Context: an optimization exercise on an open-source flow, tuned for small area. The choices shown serve that exercise and are no tape-out recipe.
Only simulation tests tie the RTL to the original design; equivalence was not proved.
Power and IR drop assume default switching activity.

==> design/flow/design.v <==
module tot6502(
	input  clk,
	input  enable,
	input  [7:0]dati,
	output [7:0]dato,
	output [15:0]addr,
	output rw,
	input  rst_n,
	input  irq_n,
	input  nmi_n,
	input  rdy
);
	function [8:0]radd(input [7:0]p, input [7:0]q, input ci);
		integer k;
		reg c;
		begin
			c = ci;
			for(k = 0; k < 8; k = k + 1) begin
				radd[k] = p[k] ^ q[k] ^ c;
				c = (p[k] & q[k]) | (c & (p[k] ^ q[k]));
			end
			radd[8] = c;
		end
	endfunction
	reg [7:0]a, x, y, sp;
	reg [7:0]dl;                            
	reg fn, fv, fd, fi, fz, fc;             
	reg [15:0]pc;
	reg [15:0]ab;                            
	reg [7:0]inst;
	reg [2:0]tctr;
	reg s_oadr, s_wren;
	reg pb;
	reg [1:0]nmi_st;
	reg nmi_p;                               
	reg [1:0]irq_st;
	reg [1:0]brk_k;                          
	wire brk_flag = brk_k == 0;
	wire [1:0]brk_v = brk_flag ? 2'd3 : brk_k;
	reg nmi_n_st;
	wire [2:0]ia = inst[7:5];
	wire [2:0]ib = inst[4:2];
	wire [1:0]ic = inst[1:0];
	wire t0 = tctr == 0;
	wire t1 = tctr == 1;
	wire t2 = tctr == 2;
	wire t3 = tctr == 3;
	wire t4 = tctr == 4;
	wire t5 = tctr == 5;
	wire t6 = tctr == 6;
	wire c0 = ic == 0;
	wire ia45 = ia[2:1] == 2;
	wire zy = ic[1] & ia45;
	wire m_indx = ib == 0 & ic[0];
	wire m_imm  = (ib == 0 & !ic[0] & (ic[1] | ia[2])) | (ib == 2 & ic[0]);
	wire m_zpg  = ib == 1;
	wire m_abs  = ib == 3 & !(c0 & ia == 3);
	wire m_rel  = ib == 4 & c0;
	wire m_indy = ib == 4 & !c0;
	wire m_zpgx = ib == 5 & !zy;
	wire m_zpgy = ib == 5 & zy;
	wire m_absy = (ib == 6 & ic[0]) | (ib == 7 & zy);
	wire m_absx = ib == 7 & !zy;
	wire m_imp2 = (ib == 2 & !ic[0] & (ic[1] | ia[2])) | (ib == 6 & !ic[0]);
	wire m_absxy = m_absx | m_absy;
	wire i_jmp_ind	= inst == 8'h6C;
	wire i_jmp_abs	= inst == 8'h4C;
	wire i_jsr		= inst == 8'h20;
	wire i_rts		= inst == 8'h60;
	wire i_rti		= inst == 8'h40;
	wire i_brk		= inst == 8'h00;
	wire i_php		= inst == 8'h08;
	wire i_pha		= inst == 8'h48;
	wire i_plp		= inst == 8'h28;
	wire i_pla		= inst == 8'h68;
	wire i_push		= i_php | i_pha;
	wire i_pull		= i_plp | i_pla;
	wire i_bra		= m_rel;
	wire i_shy		= inst == 8'h9C;
	wire i_shx		= inst == 8'h9E;
	wire i_sta		= ia == 4 & ic[0];
	wire i_stx		= ia == 4 & ic[1] & ib != 2 & ib != 6;
	wire i_sty		= ia == 4 & c0 & ib[0];
	wire i_bit		= ia == 1 & c0 & (ib == 1 | ib == 3);
	wire i_ldy		= ia == 5 & c0 & (ib[0] | ib == 0);
	wire i_cpxy		= ia[2:1] == 3 & c0 & (ib == 0 | ib == 1 | ib == 3);
	wire i_lda		= ia == 5 & ic[0];
	wire i_ldx		= ia == 5 & ic[1] & ib != 2 & ib != 6;
	wire i_spec		= ib == 2 & ic == 3;               
	wire ldm_act	= ic[1] & (ib[0] | (ic[0] & ib != 2)) & !ia45;
	wire bra_f =
	ia[2:1] == 0 ? fn :
	ia[2:1] == 1 ? fv :
	ia[2:1] == 2 ? fc : fz;
	wire bra = bra_f == ia[0];
	wire exec =
	(m_zpg & t2) |
	((m_abs | m_zpgx | m_zpgy) & t3) |
	(m_absxy & (pb ? t4 : t3)) |
	(m_indx & t5) |
	(m_indy & (pb ? t5 : t4));
	wire op_rdy = exec | (m_imm & t1);
	wire [2:0]ldm_k =
	m_zpg ? 3'd2 :
	m_absxy ? 3'd4 :
	(m_indx | m_indy) ? 3'd5 : 3'd3;
	wire ldm_wre = tctr == ldm_k;
	wire ldm_dle = tctr == ldm_k + 3'd1;
	wire ldm_end = tctr == ldm_k + 3'd2;
	wire [8:0]aadd;
	wire bra_pb = aadd[8] ^ dl[7];
	wire op_end =
	ldm_act				? ldm_end :
	i_bra 				? (t1 & !bra) | (t2 & !bra_pb) | t3 :
	i_sta 				? (m_indy ? t5 : m_absxy ? t4 : op_rdy) :
	i_shy | i_shx		? t4 :
	m_imp2				? t1 :
	i_push | i_jmp_abs	? t2 :
	i_pull				? t3 :
	i_jmp_ind			? t4 :
	i_jsr | i_rti | i_rts	? t5 :
	i_brk					? t6 :
	op_rdy;
	wire nmi_req 		= nmi_p;
	wire irq_req 		= irq_st[1] == 0 & fi == 0;
	wire ie_req  		= nmi_req | irq_req;
	wire i_st = i_sta | i_stx | i_sty;
	wire st_out = (i_st & !i_shx & !i_shy) | i_pha;
	assign dato = st_out ? aa_in : dl;
	assign addr[15:0] = ab;
	wire st_end =
	i_sta				? (m_indy ? t5 : m_absxy ? t4 : op_rdy) :
	i_shy | i_shx		? t4 : op_rdy;
	assign rw 			= !(s_wren | (i_st & !t1 & st_end));
	wire en = enable & (rdy | !rw);
	wire e_t1  = t1;
	wire e_end = op_end;
	wire e_dl = ldm_act & ldm_dle;
	wire o_dey = inst == 8'h88;
	wire o_iny = inst == 8'hC8;
	wire o_inx = inst == 8'hE8;
	wire o_dex = inst == 8'hCA;
	wire o_tya = inst == 8'h98;
	wire o_txa = inst == 8'h8A;
	wire o_tay = inst == 8'hA8;
	wire o_tax = inst == 8'hAA;
	wire o_tsx = ia == 5 & ic[1] & ib == 6;      
	wire o_txs = inst == 8'h9A;
	wire o_sha = ic == 2 & ib == 2 & !ia[2];     
	wire o_flg = ib == 6 & c0;                   
	wire u_sub	= (ia == 7 | ia == 6);            
	wire alu_grp	= ic[0] & !ia45 & !i_spec;   
	wire x_alu	= alu_grp & e_end;
	wire x_spec	= i_spec & t1;                
	wire x_ld	= (i_lda | i_ldx | i_ldy) & op_rdy;
	wire x_cp	= i_cpxy & op_rdy;
	wire x_bit	= i_bit & op_rdy;
	wire x_pla	= i_pla & t3;
	wire [7:0]opnd = ic[1] & ib != 2 ? dl : dati;
	reg [7:0]aa_in;
	reg [7:0]ab_in;
	reg ac_in;
	always @* begin
		aa_in = a;
		ab_in = 8'h00;
		ac_in = 0;
		if(e_dl) begin
			aa_in = dl;
			ab_in = ia[0] ? 8'h00 : 8'hff;               
			ac_in = ia[0];
		end else if(x_cp) begin
			aa_in = ia[0] ? x : y;
			ab_in = ~dati;
			ac_in = 1;
		end else if(i_spec) begin                       
			aa_in = ia[0] ? a : (a & x);
			ab_in = ~dati;
			ac_in = ia[0] ? fc : 1'b1;
		end else if(alu_grp) begin
			ab_in = u_sub ? ~opnd : opnd;
			ac_in = ia == 6 ? 1'b1 : fc;
		end else if(o_dey | o_iny) begin
			aa_in = y;
			ab_in = o_dey ? 8'hff : 8'h00;
			ac_in = o_iny;
		end else if(o_dex | o_inx) begin
			aa_in = x;
			ab_in = o_dex ? 8'hff : 8'h00;
			ac_in = o_inx;
		end else if(o_tya | i_sty) begin
			aa_in = y;
		end else if(o_txa | o_txs | i_stx) begin
			aa_in = i_sta ? (a & x) : x;
		end else if(o_tsx) begin
			aa_in = sp;
		end
	end
	wire [8:0]sum = radd(aa_in, ab_in, ac_in);
	wire [7:0]and_v = a & opnd;
	wire [7:0]lg =
	(ia == 0 & !i_spec) ? a | opnd :
	(ia == 2 & !i_spec & !x_bit) ? a ^ opnd : and_v;
	wire [7:0]sh_src = e_dl ? dl : i_spec ? and_v : a;
	wire sh_in = ia[0] & fc;
	wire [7:0]shv = ia[1] ? {sh_in, sh_src[7:1]} : {sh_src[6:0], sh_in};
	wire sh_c = ia[1] ? sh_src[0] : sh_src[7];
	wire sel_sh = (e_dl & ia[2:1] != 3) | (e_t1 & o_sha) | (x_spec & (ia == 2 | ia == 3));
	wire sel_lg = x_bit | (x_alu & ia[2:1] == 0) | (x_alu & ia == 2) | (x_spec & ia[2:1] == 0);
	wire sel_di = x_ld | x_pla;
	wire [7:0]res =
	sel_di ? dati :
	sel_sh ? shv :
	sel_lg ? lg : sum[7:0];
	wire we_a =
	(x_alu & ia != 6) | (x_spec & ia != 4 & ia != 6) | (x_ld & i_lda) | x_pla |
	(e_t1 & (o_tya | o_txa | o_sha));
	wire we_x =
	(x_ld & (i_ldx | inst == 8'hAB)) | (x_spec & ia == 6) |
	(e_t1 & (o_inx | o_dex | o_tax | o_tsx));
	wire we_y = (x_ld & i_ldy) | (e_t1 & (o_iny | o_dey | o_tay));
	wire we_zn =
	x_alu | (x_spec & ia != 4) | x_ld | x_pla | x_cp | x_bit | e_dl |
	(e_t1 & (o_inx | o_dex | o_iny | o_dey | o_tax | o_tay | o_tsx | o_tya | o_txa | o_sha));
	wire tr_a = o_tay | o_tax;
	wire n_res = x_bit ? dati[7] : res[7];
	wire z_res = res == 0;
	wire aa_bra = i_bra & t2;
	wire aa_brh = i_bra & t3;
	wire aa_hi  = !i_bra & (t3 | t4);            
	wire [7:0]ad_a =
	aa_bra ? pc[7:0] :
	aa_brh ? pc[15:8] :
	aa_hi ? ab[15:8] :
	t2 & !m_indy ? ab[7:0] : dati;
	wire [7:0]ad_b =
	aa_bra ? dl :
	aa_brh ? {8{dl[7]}} :
	aa_hi ? 8'h00 :
	(m_indx | m_zpgx | m_absx) ? x : y;
	wire ad_c = (aa_brh & !dl[7]) | aa_hi;
	assign aadd = radd(ad_a, ad_b, ad_c);
	wire lo_dec = i_jsr | i_push | (i_brk & !t5);
	wire [8:0]lo_idc = radd(ab[7:0], {{7{lo_dec}}, 1'b1}, 1'b0);
	wire [7:0]lo_id = lo_idc[7:0];
	wire [8:0]pc_incl = radd(pc[7:0], 8'h00, 1'b1);
	wire [8:0]pc_inch = radd(pc[15:8], 8'h00, pc_incl[8]);
	wire [15:0]pc_inc = {pc_inch[7:0], pc_incl[7:0]};
	wire pc_ld = (i_jmp_ind & t4) | (i_jmp_abs & t2) | (i_jsr & t5) | (i_rts & t4) | (i_rti & t5) | (i_brk & t6);
	wire pc_up = (t0 & !ie_req) | (t1 & !((ib == 0 & c0 & !ia[2] & ia != 1) | ((ib == 2 | ib == 6) & !ic[0]))) |
		(t2 & (m_abs | m_absxy)) | (i_rts & t5) | (i_brk & t1 & brk_flag);
	wire [15:0]pc_next =
	pc_ld ? {dati, dl} :
	pc_up ? pc_inc :
	aa_bra ? {pc[15:8], aadd[7:0]} :
	aa_brh ? {aadd[7:0], pc[7:0]} : pc;
	wire m_zp1 = m_indx | m_indy | m_zpg | m_zpgx | m_zpgy;
	wire i_stk = i_jsr | i_rts | i_rti | i_brk | i_push | i_pull;
	wire oadr_next = !op_end & !(t4 & (i_jsr | i_rts)) &
		(s_oadr | (t1 & (m_zp1 | i_stk)) | (t2 & (m_abs | m_absxy | i_jmp_ind)));
	wire ld_dt = (t4 & m_indx) | (t3 & m_indy) | (t2 & (m_abs | m_absxy | i_jmp_ind));
	wire ld_id = (t3 & (m_indx | i_jmp_ind | i_jsr | i_rts | i_rti | i_brk)) |
		(t2 & (m_indy | i_rts | i_rti | i_brk | i_pull)) | (t4 & i_rti) | (t5 & i_brk);
	wire ld_hi = (((t4 & m_indy) | (t3 & m_absxy)) & pb) | (t3 & (i_shx | i_shy));
	wire [7:0]shxy = (i_shx ? x : y) & aadd[7:0];
	wire [15:0]oaddr_next =
	(t1 & m_zp1) ? {8'h00, dati} :
	(t1 & i_stk) ? {8'h01, sp} :
	ld_dt ? {dati, dl} :
	(t2 & (m_indx | m_zpgx | m_zpgy)) ? {ab[15:8], aadd[7:0]} :
	ld_id ? {ab[15:8], lo_id} :
	(t4 & i_brk) ? {12'hfff, 1'b1, brk_v, 1'b0} :
	ld_hi ? {(i_shx | i_shy) ? shxy : aadd[7:0], ab[7:0]} : ab;
	always @(posedge clk)
	if(enable)
	begin
		nmi_n_st <= nmi_n;
	end
	always @(posedge clk)
	if(!rst_n)
	begin
		inst 			<= 8'h00;
		brk_k			<= 2;
		fi				<= 0;
		fn				<= 0;
		fv				<= 0;
		fd				<= 0;
		fz				<= 0;
		fc				<= 0;
		tctr 	   	<= 1;
		nmi_p			<= 0;
		nmi_st		<= 0;
		s_oadr		<= 0;
		s_wren		<= 0;
	end
		else
	if(en)
	begin
		nmi_st[1:0] <= {nmi_st[0], nmi_n_st};
		irq_st[1:0] <= {irq_st[0], irq_n};
		nmi_p <= !(t0 & nmi_p) & (nmi_p | nmi_st[1:0] == 2'b10);
		if(t0)
		begin
			inst		<= ie_req ? 8'h00 : dati;
			brk_k		<= !ie_req ? 2'd0 : nmi_req ? 2'd1 : 2'd3;
		end
		pc <= pc_next;
		s_oadr <= oadr_next;
		ab <= oadr_next ? oaddr_next : pc_next;
		if(t2 & i_push)
			sp <= lo_id;
		if(t2 & i_pull)
			sp <= lo_id;
		if((t3 & i_rts) | (t4 & i_rti))
			sp <= lo_id;
		if(t4 & i_brk)
			sp <= lo_id;
		if(t4 & i_jsr)
			sp <= lo_id;
		if(t1 & i_jsr)
			sp <= dati;                          
		if(t1 & o_txs)
			sp <= res;
		if((ldm_act & ldm_wre) | (t2 & i_jsr) | (t1 & i_push) | (t1 & i_brk & brk_k != 2))
			s_wren <= 1;
		if(t4 & (i_jsr | i_brk))
			s_wren <= 0;
		if((t1 & m_absxy) | (t2 & m_indy))
			{pb, dl} <= aadd;
		if((t3 & (m_indx | i_jmp_ind | i_rts)) | (t1 & (m_abs | i_bra | i_jmp_ind)) | (t4 & i_rti) | (t5 & i_brk) | (ldm_act & ldm_wre))
			dl <= dati;
		if(e_dl)
			dl <= res;
		if((t2 & i_jsr) | (t1 & i_brk))
			dl <= pc_next[15:8];
		if((t3 & i_jsr) | (t2 & i_brk))
			dl <= pc_next[7:0];
		if((t1 & i_php) | (t3 & i_brk))
			dl <= {fn, fv, 1'b1, brk_flag | i_php, fd, fi, fz, fc};
		if(t3 & (i_shx | i_shy))
			dl <= shxy;
		if(t4 & i_jsr)
			dl <= sp;
		if(we_a)
			a <= res;
		if(we_x)
			x <= res;
		if(we_y)
			y <= res;
		if(we_zn) begin
			fz <= z_res;
			fn <= n_res;
		end
		if((x_alu & ia[1:0] == 3) | (x_alu & ia[2:1] == 3) | x_cp | (x_spec & (ia == 6 | ia == 7)))
			fc <= sum[8];
		if(e_dl & ia[2:1] != 3 | (e_t1 & o_sha) | (x_spec & ia == 2))
			fc <= sh_c;
		if(x_spec & (ia[2:1] == 0 | ia == 3))
			fc <= and_v[7];
		if((x_alu & (ia == 3 | ia == 7)) | (x_spec & ia == 7))
			fv <= (a[7] ^ sum[7]) & (dati[7] ^ sum[7] ^ ia[2]);
		if(x_spec & ia == 3)
			fv <= and_v[7] ^ and_v[6];
		if(x_bit)
			fv <= dati[6];
		if(e_t1 & o_flg & ia != 4)
		case(ia[2:1])
			0: fc <= ia[0];
			1: fi <= ia[0];
			2: fv <= 0;
			3: fd <= ia[0];
		endcase
		if(t3 & i_brk)
			fi <= 1;
		if((t3 & (i_plp | i_rti)))
			{fn, fv, fd, fi, fz, fc} <= {dati[7:6], dati[3:0]};
		if(op_end)
		begin
			s_oadr <= 0;
			s_wren <= 0;
			tctr <= 0;
		end
			else
		if(tctr != 7)
			tctr <= tctr + 1;
	end
endmodule
==> design/flow/run.sh <==
#!/bin/bash
# synth_recipe.tcl (not shown) runs the flow's synth.tcl, then flattens the netlist and writes it again
# the make line also repeats each setting of config.mk as NAME=value (left out here)
make -C /OpenROAD-flow-scripts/flow DESIGN_CONFIG=/design/flow/config.mk WORK_HOME=/design/flow/orfs CLKGATE_MAP_FILE= SYNTH_SCRIPT=/design/flow/synth_recipe.tcl finish
==> design/flow/config.mk <==
export PLATFORM = sky130hd
export DESIGN_NAME = tot6502
export DESIGN_NICKNAME = tot6502
export VERILOG_FILES = /design/flow/design.v
export SDC_FILE = /design/flow/constraint.sdc
export NUM_CORES = 4
export LEC_CHECK = 0
export CAP_MARGIN = 20
export CORE_MARGIN = 2
export CORE_UTILIZATION = 40
export SLEW_MARGIN = 20
==> design/flow/constraint.sdc <==
create_clock -name core_clock -period 8.5 [get_ports {clk}]
set_input_delay 1.7000 -clock core_clock [delete_from_list [all_inputs] [get_ports {clk}]]
set_output_delay 1.7000 -clock core_clock [all_outputs]
set_load 0.01 [all_outputs]
==> notes.md <==
-- per-stage QoR --
| step | hold WS, ps | util | cells |
|---|---|---|---|
| 3_3_place_gp | 415 | 0.436 | 1718 |
| 3_5_place_dp | 417 | 0.436 | 1718 |
| 2_1_floorplan | 400 | - | 1381 |
| 6_report | 436 | 0.448 | 1739 |
| 5_1_grt | 448 | 0.448 | 1736 |
| 4_1_cts | 436 | 0.447 | 1734 |
-- area by class of cell --
| type | count | area [µm²] |
|---|---|---|
| clock buffer | 9 | 225 |
| tap | 341 | 427 |
| multi-input combinational | 1117 | 7380 |
| timing repair buffer | 106 | 911 |
| fill | 2704 | 14700 |
| inverter | 55 | 206 |
| antenna | 4 | 10.0 |
| clock inverter | 7 | 62.6 |
| sequential | 100 | 2760 |
-- routing by layer --
metal | GRT usage | wire (µm) | up-vias
li1 | - | - | 5127
met1 | 0.471 | 19900 | 5629
met2 | 0.515 | 20900 | 859
met3 | 0.115 | 6750 | 158
met4 | 0.143 | 2450 | 0
met5 | 0 | 0 | -
-- layout by cell type (no fill, tap or decap), types with 30 or more instances in the layout --
| master | n |
|---|---|
| a211oi_1 | 30 |
| a21oi_1 | 131 |
| buf_4 | 66 |
| clkdlybuf4s50_1 | 38 |
| edfxtp_1 | 76 |
| ha_1 | 36 |
| inv_1 | 51 |
| mux2i_1 | 93 |
| nand2_1 | 172 |
| nor2_1 | 134 |
| o21ai_0 | 134 |
-- worst max-delay path, cell delays in order --
cell and delay, ps:
clkdlybuf4s50_1 520, mux2i_1 180, o21ai_0 90, nand2_1 110, a21oi_1 80, a21oi_1 170, fa_1 230, fa_1 180
inv_1 60, fa_1 450, fa_1 460, fa_1 460, fa_1 460, fa_1 460, fa_1 500, xnor2_1 150
a2111oi_0 420, o31a_1 240, nor2_1 80, a311o_1 360, nor3_1 260, a21oi_1 300
-- cells by family after synthesis --
family                   count (synthesis)
buffers and inverters                  164
XOR/XNOR                                18
multiplexers                           123
AND/OR/NAND/NOR                        445
flip-flops                             100
adder cells (fa/ha/maj)                 58
AO/OA/AOI/OAI                          473
-- registers in the layout (all words and copies together), names as in the netlist, 2 cells and up --
name    flops
ab         16
pc         16
a           8
dl          8
inst        8
sp          8
x           8
y           8
tctr        3
brk_k       2
irq_st      2
nmi_st      2
-- final timing paths --
path,slack [ps],cells past startpoint,endpoint
hold reg to reg,440,0,irq_st[1]$_DFFE_PP_
setup / recovery,630,22,ab[15]$_DFFE_PP_
hold / removal,440,0,irq_st[1]$_DFFE_PP_
setup reg to reg,740,27,ab[15]$_DFFE_PP_
-- power by group through the flow --
stage | clock network (mW) | logic (mW) | registers, mW
global route | 0.445 | 0.483 | 0.574
CTS | 0.430 | 0.438 | 0.572
floorplan | 0 | 0.268 | 0.572
detailed placement | 0 | 0.436 | 0.583
finish | 0.432 | 0.459 | 0.573
global placement | 0 | 0.437 | 0.583
==> results.cfg <==
[logic_synthesis]
syn_nets = 1453
synth_top_area_cell = edfxtp_1
part_of_the_yosys_area_used_for_sequential_elements = 0.256
synth_fa_ha_area_frac = 0.0825
synth_xor_xnor_area_share = 0.0146
syn_inst = 1381
ys_types = 88
ys_warn_count = 1
synth_area_mm2 = 0.0108
most_common_cell_in_the_synthesized_netlist = nand2_1
synth_top_family_by_area = compound AO/OA/AOI/OAI gates
synth.mux.area_fraction = 0.121
yosys.area_share.simple = 0.187
synth_top_flop_cell = edfxtp_1
synth-async-reset-ratio = 0
yosys-top-cells-area = edfxtp_1 21%, mux2i_1 8.6%, o21ai_0 6.2%
postSynthAreaPerCell_um2 = 7.82
synth_common_cells = 172 x nand2_1, 134 x nor2_1, 134 x o21ai_0, 132 x a21oi_1, 93 x mux2i_1
synth-edff-count = 76
fraction_of_the_mapped_netlist_area_in_compound_gates = 0.277
yosys.area.top_type_share = 0.211
yosys_register_bits = 100

[floorplanning]
design.portCount = 39
height_of_the_die_um = 168
dieArea_mm2 = 0.0283
core_area_mm2 = 0.0267
die_width_um = 168
initial_utilization = 0.404
floorplan.rows = 60

[critical_path]
r2r_start = tctr[1]$_SDFFE_PN0P_
critPathArrivalTime_ps = 7920
critPathLaunchType = primary input
worst-endpoint-required_ps = 8550
timing_worst_setup_path_type = in -> reg
end_kind = flop
path_max_fanout = 8
worstSetupStartpoint = dati[0]

[timing]
grt_setup_unrepaired = false
min_period_over_period = 0.925
timing.clock.skew_ps = 18.7
maxSlewHeadroom = 0.242
final_number_of_hold_violating_endpoints = 0
finalWorstPathRequiredPeriod_ps = 7870
fmax_mhz = 127
setup_violations = 0
worst_setup_slack_final_ps = 634
total_negative_setup_slack_ps = 0
drv_slew = 0
tightestPinTransition_ps = 1130

[pwr]
power.share.clock = 0.295
combinationalPowerShare = 0.313
peakVddDrop_v = 0.000132
internal_power_mw = 0.916
power.share.switching = 0.374
cellLeakagePower_nw = 4.60
totalPowerFinal_mw = 1.46
power_switching_mw = 0.548
power.sequential.fraction = 0.392
power_density_mw_per_mm2 = 122

[global_route]
grt_pass1_vias = 10964
globalRoute.totalOverflow = 0
grt_pass1_wl_mm = 73.3
grt_max_degree = 40
initial_antenna_violation_count = 4
tot_gr_track_use = 0.350

[cts]
post-cts-setup-buffer-count = 0
ctsHtreeMaxLevel = 3
cts_tree = yes
cts-buffers-inserted = 9
numClockSinks = 100
cts_resized = 0
clk-insertion-delay-late_ps = 370
ctsHoldBuffers = 0
cts.reportedPaths.clkPinSlew_ps = 80
max-clock-path-buffers = 2
cts_root_buf = clkbuf_16

[final_layout]
synthToLayoutAreaGrowth_pct = 11.0
nets = 1461
stdcell_area_mm2 = 0.0120
drive_above_1_share = 0.103

[routing]
drt-pass1-iter-count = 7
route.final.wire_length_mm = 50.0
drt.antenna.violating_nets = 0
drc = 0
detail_route.wl_per_cell_um = 28.8
routed_via_density = 6.77
initialDrtViolationCount = 1855
routed-via-count = 11773

[placement]
dp.final_hpwl_mm = 38.2
gp_congestion = 1.01
placed_cell_area_mm2 = 0.0117
worst_setup_timing_slack_at_the_placement_stage_ps = 296
port-buffer-count = 38

[run_status]
status = complete, no violations

[min_path]
worst_hold_path_type = reg -> reg
hold_crit_start = irq_st[0]$_DFFE_PP_

[flow_run]
cap_viol_max_count = 0

[re-timing with driven ports]
The results above use ideal ports. As a check the final layout listed here was re-extracted and re-timed, cells and wires unchanged. Step 1, drivers: a clkbuf_16 drives clk and a buf_2 each remaining input, both assumed. Step 2 times the ports against the registers' clock, not the clock port: input delays grow and output delays shrink by t, the midpoint of the rising clock arrivals with the driver on. a / b / c = ideal / step 1 / step 2; a / b = the first two.
shift t [ns]: 0.413
setup slack, ns: 0.634 / 0.655 / 0.242
worst hold slack (ns): 0.436 / 0.436 / 0.436
worst data-port slew with drivers (ns): 0.09
After both steps setup and hold are still met in this run. The setup slack of this run moves by +0.021 ns with the drivers and by -0.392 ns with both steps.
